This is an optimization exercise on Yosys and OpenROAD, whose aim is small area and a short achievable clock period, not a production implementation. Where RTL was checked, it was by simulation tests only, not by an equivalence proof against the original.

==> flow/design.v (excerpt) <==
module tta16 (
	input		cpu_clk_i,
	input		cpu_rst_i,
	output	reg		wb_cyc_o,
	output		[1:0]	wb_stb_o,
	output	reg		wb_we_o,
	input			wb_ack_i,
	input			wb_rty_i,
	input			wb_err_i,
	output		[2:0]	wb_cti_o,
	output		[1:0]	wb_bte_o,
	output		[22:0]	wb_adr_o,
	output		[1:0]	wb_sel_o,
	output		[15:0]	wb_dat_o,
	input		[1:0]	wb_sel_i,
	input		[15:0]	wb_dat_i,
	output			imem_en_o,
	output		[9:0]	imem_adr_o,
	input		[31:0]	imem_dat_i,
	output		[1:0]	imem_we_o,
	output		[9:0]	imem_wadr_o,
	output		[15:0]	imem_wdat_o
);
Settings: LEC_CHECK=0, CAP_MARGIN=20, CORE_MARGIN=2, CORE_UTILIZATION=40, PLACE_DENSITY=0.6, SLEW_MARGIN=20; clock period 8.0 ns.
run.sh (not shown) runs the stock make flow with config.mk's settings and CLKGATE_MAP_FILE= SYNTH_SCRIPT=/design/flow/synth_recipe.tcl, a recipe that flattens the netlist after the stock synthesis.
The baseline finished clean.
Then changed:
--- a/flow/config.mk
+++ b/flow/config.mk
@@ -7,2 +7,3 @@
 export LEC_CHECK = 0
+export ABC_CLOCK_PERIOD_IN_PS = 3500
 export CAP_MARGIN = 20
@@ -11,2 +12,3 @@
 export PLACE_DENSITY = 0.6
+export SETUP_SLACK_MARGIN = 4.5
 export SLEW_MARGIN = 20
Effect: Cell area goes up by 8.7%; worst hold slack improves by 0.037 ns; wire length goes up by 21%; worst setup slack improved by 1.2 ns; count of clock-buffer cells in the layout fell by 1; final cell count is higher by 3.7%; synthesized cell count stays the same; core utilization increases by 3.9 points.
Function was not checked in any run of this note: the RTL went through the layout flow alone.

========
Setup of rev 12:
tta16, a different RTL version from the one above (not shown whole).
Size: about 3,400 cells after synthesis, ~140 I/O pins, roughly 0.034 mm2 of cells after synthesis.
clock: 8.0 ns
lec_check: 0
abc_area: 1
cap_margin: 20
core_margin: 2
core_utilization: 40
place_density: 0.6
setup_slack_margin: 4.5
slew_margin: 20
tns_end_percent: 0
standard.sh (not shown) runs the stock make flow with config.mk's settings and CLKGATE_MAP_FILE= SYNTH_SCRIPT=/design/flow/synth_recipe.tcl, a recipe that flattens the netlist after the stock synthesis.
==> flow/flow/run.sh <==
#!/bin/bash
# The standard layout, with faster port buffers (buf_2 in place of the
# delay-buffer cell buffer_ports picks by default), which the resizer may
# then size as usual.
set -euo pipefail
export BUFFER_PORTS_ARGS="-buffer_cell sky130_fd_sc_hd__buf_2"
bash standard.sh > standard.log 2>&1
Looking at the reports, rev 12 completed the entire flow and the layout it produced met the timing, design-rule and antenna checks.
Input-level comparison between rev 13 and rev 12:
# rev 12
export LEC_CHECK = 0
export ABC_AREA = 1
export CAP_MARGIN = 20
export CORE_MARGIN = 2
export CORE_UTILIZATION = 40
export PLACE_DENSITY = 0.6
export SETUP_SLACK_MARGIN = 4.5
export SLEW_MARGIN = 20
export TNS_END_PERCENT = 0
create_clock -name core_clock -period 8.0 [get_ports {cpu_clk_i}]
# rev 13
export LEC_CHECK = 0
export ABC_AREA = 1
export CAP_MARGIN = 20
export CORE_MARGIN = 2
export CORE_UTILIZATION = 40
export PLACE_DENSITY = 0.6
export SETUP_SLACK_MARGIN = 4.5
export SLEW_MARGIN = 20
create_clock -name core_clock -period 8.0 [get_ports {cpu_clk_i}]
==> flow/flow/run.sh <==
#!/bin/bash
# The standard layout, with faster port buffers (buf_4 in place of the
# delay-buffer cell buffer_ports picks by default), which the resizer may
# then size as usual.
set -euo pipefail
export BUFFER_PORTS_ARGS="-buffer_cell sky130_fd_sc_hd__buf_4"
bash standard.sh > standard.log 2>&1
### Flow results
- Rev 12 and rev 13 all finish clean.
- STATUS final critical delay including setup and external delays: rev 13 wins against rev 12
- Worst hold slack across rev 12 and rev 13: no real change.
- Maximum number of pins on one net before global-route repair (rev 12 / rev 13): 1.2

========
Setup of run A:
Another version of the RTL of tta16 (not shown whole).
Size: ~580 flip-flops, ~140 I/O pins, ~0.036 sq mm of cells after synthesis.
==> flow/config.mk <==
export PLATFORM = sky130hd
export DESIGN_NAME = tta16
export DESIGN_NICKNAME = tta16
export VERILOG_FILES = /design/flow/design.v
export SDC_FILE = /design/flow/constraint.sdc
export NUM_CORES = 4
export LEC_CHECK = 0
export ABC_CLOCK_PERIOD_IN_PS = 3500
export CAP_MARGIN = 20
export CORE_MARGIN = 2
export CORE_UTILIZATION = 40
export PLACE_DENSITY = 0.6
export SETUP_SLACK_MARGIN = 4.5
export SLEW_MARGIN = 20
==> flow/constraint.sdc <==
create_clock -name core_clock -period 8.0 [get_ports {cpu_clk_i}]
set_input_delay 1.6000 -clock core_clock [delete_from_list [all_inputs] [get_ports {cpu_clk_i}]]
set_output_delay 1.6000 -clock core_clock [all_outputs]
set_load 0.01 [all_outputs]
run.sh (not shown) runs the stock make flow with config.mk's settings and CLKGATE_MAP_FILE= SYNTH_SCRIPT=/design/flow/synth_recipe.tcl, a recipe that flattens the netlist after the stock synthesis.
Stock flow here: none of the scripts above is used.
Run A was carried through to the last stage, and its layout satisfied the timing, design-rule and antenna checks.
Input-level comparison between run B and run A:
- swapping 4.5 for 5 in SETUP_SLACK_MARGIN
- swapping 3500 for 3000 in ABC_CLOCK_PERIOD_IN_PS
==> comparison <==
- The flow did not stop early for run B: all stages ran, and the layout cleared the timing, design-rule and antenna checks.
- Run comparison: run A endpoint of the most critical setup path rf[14][6]$_DFFE_PP_; run B endpoint of the most critical setup path x_prod[79]$_DFFE_PP_
- Summary — maximum frequency, run B relative to run A: lower, by 0.46%.
- Higher utilization goes to run B over run A.
- Run A has lower fraction of the cycle the final worst path needs than run B.
Edits applied to the flow inputs when going from run B to run C:
- swapping 3000 for 3500 in ABC_CLOCK_PERIOD_IN_PS
- swapping 5 for 4.5 in SETUP_SLACK_MARGIN
==> flow/flow/run.sh (new file) <==
#!/bin/bash
# The standard layout, with faster port buffers (buf_4 in place of the
# delay-buffer cell buffer_ports picks by default), which the resizer may
# then size as usual.
set -euo pipefail
export BUFFER_PORTS_ARGS="-buffer_cell sky130_fd_sc_hd__buf_4"
bash standard.sh > standard.log 2>&1
==> flow/standard.sh (new file) <==
#!/bin/bash
# synth_recipe.tcl (not shown) runs the flow's synth.tcl, then flattens the netlist and writes it again
# the make line also repeats each setting of config.mk as NAME=value (left out here)
make -C /OpenROAD-flow-scripts/flow DESIGN_CONFIG=/design/flow/config.mk WORK_HOME=/design/flow/orfs CLKGATE_MAP_FILE= SYNTH_SCRIPT=/design/flow/synth_recipe.tcl "${@:-finish}"
removed: flow/run.sh
[summary]
- Compared with run B, run C shows non-clock buffer share of cell area lower by 8.1 points.
- | routed wire length | higher: run B |
- NOTE first-pass GRT wire length run B->run C decreased by more than 10%
- NOTE: cell count in run C falls short of that of run B
- Run B and run C ended up with nearly the same required arrival time at the worst endpoint.
--- input diff run C..run D ---
- ABC_CLOCK_PERIOD_IN_PS changed from 3500 to 3200
- SETUP_SLACK_MARGIN changed from 4.5 to 4.8
==> comparison <==
~same number of instances in the placed design in run C and run D
Run C vs run D, startpoint-to-endpoint class of the critical path: flop to flop vs flop to primary output
Run D vs run C: via count normalized by instance count up slightly

[what the ideal ports hide]
The flow's constraints put no driver on any port. The routed layouts listed below were extracted and timed again, unchanged, in two steps.
Step 1 (the two cells are an assumption about what drives the block):
set clk [get_ports {cpu_clk_i}]
set_driving_cell -lib_cell sky130_fd_sc_hd__clkbuf_16 $clk
set_driving_cell -lib_cell sky130_fd_sc_hd__buf_2 [delete_from_list [all_inputs] $clk]
Step 2 also shifts input and output timing later by t, the mid clock arrival at the registers, as if the neighbouring blocks saw the same clock.
Three values: no drivers, after step 1, after step 2; two values: the first two.
| run | shift t [ns] | slack for setup (ns) | slew at the worst register clock pin (ns) | worst slew at a driven data input, ns |
|---|---|---|---|---|
| the first run of note 1 | 0.707 | 2.915 / 2.915 / 2.915 | 0.07 / 0.07 | 0.09 |
| the second run of note 1 | 0.706 | 4.075 / 4.075 / 3.841 | 0.07 / 0.07 | 0.05 |
| rev 12 | 0.691 | 4.401 / 4.428 / 3.737 | 0.07 / 0.07 | 0.07 |
| rev 13 | 0.688 | 4.576 / 4.576 / 3.928 | 0.06 / 0.06 | 0.07 |
| run A | 0.695 | 4.446 / 4.472 / 3.790 | 0.07 / 0.07 | 0.10 |
| run B | 0.720 | 4.429 / 4.429 / 4.148 | 0.07 / 0.07 | 0.10 |
| run C | 0.706 | 4.490 / 4.490 / 4.007 | 0.07 / 0.07 | 0.12 |
| run D | 0.704 | 4.691 / 4.625 / 4.176 | 0.07 / 0.07 | 0.11 |
After both steps setup and hold are still met in every run listed. The setup slack of rev 12, which loses most, moves by +0.027 ns with the drivers and by -0.664 ns with both steps.
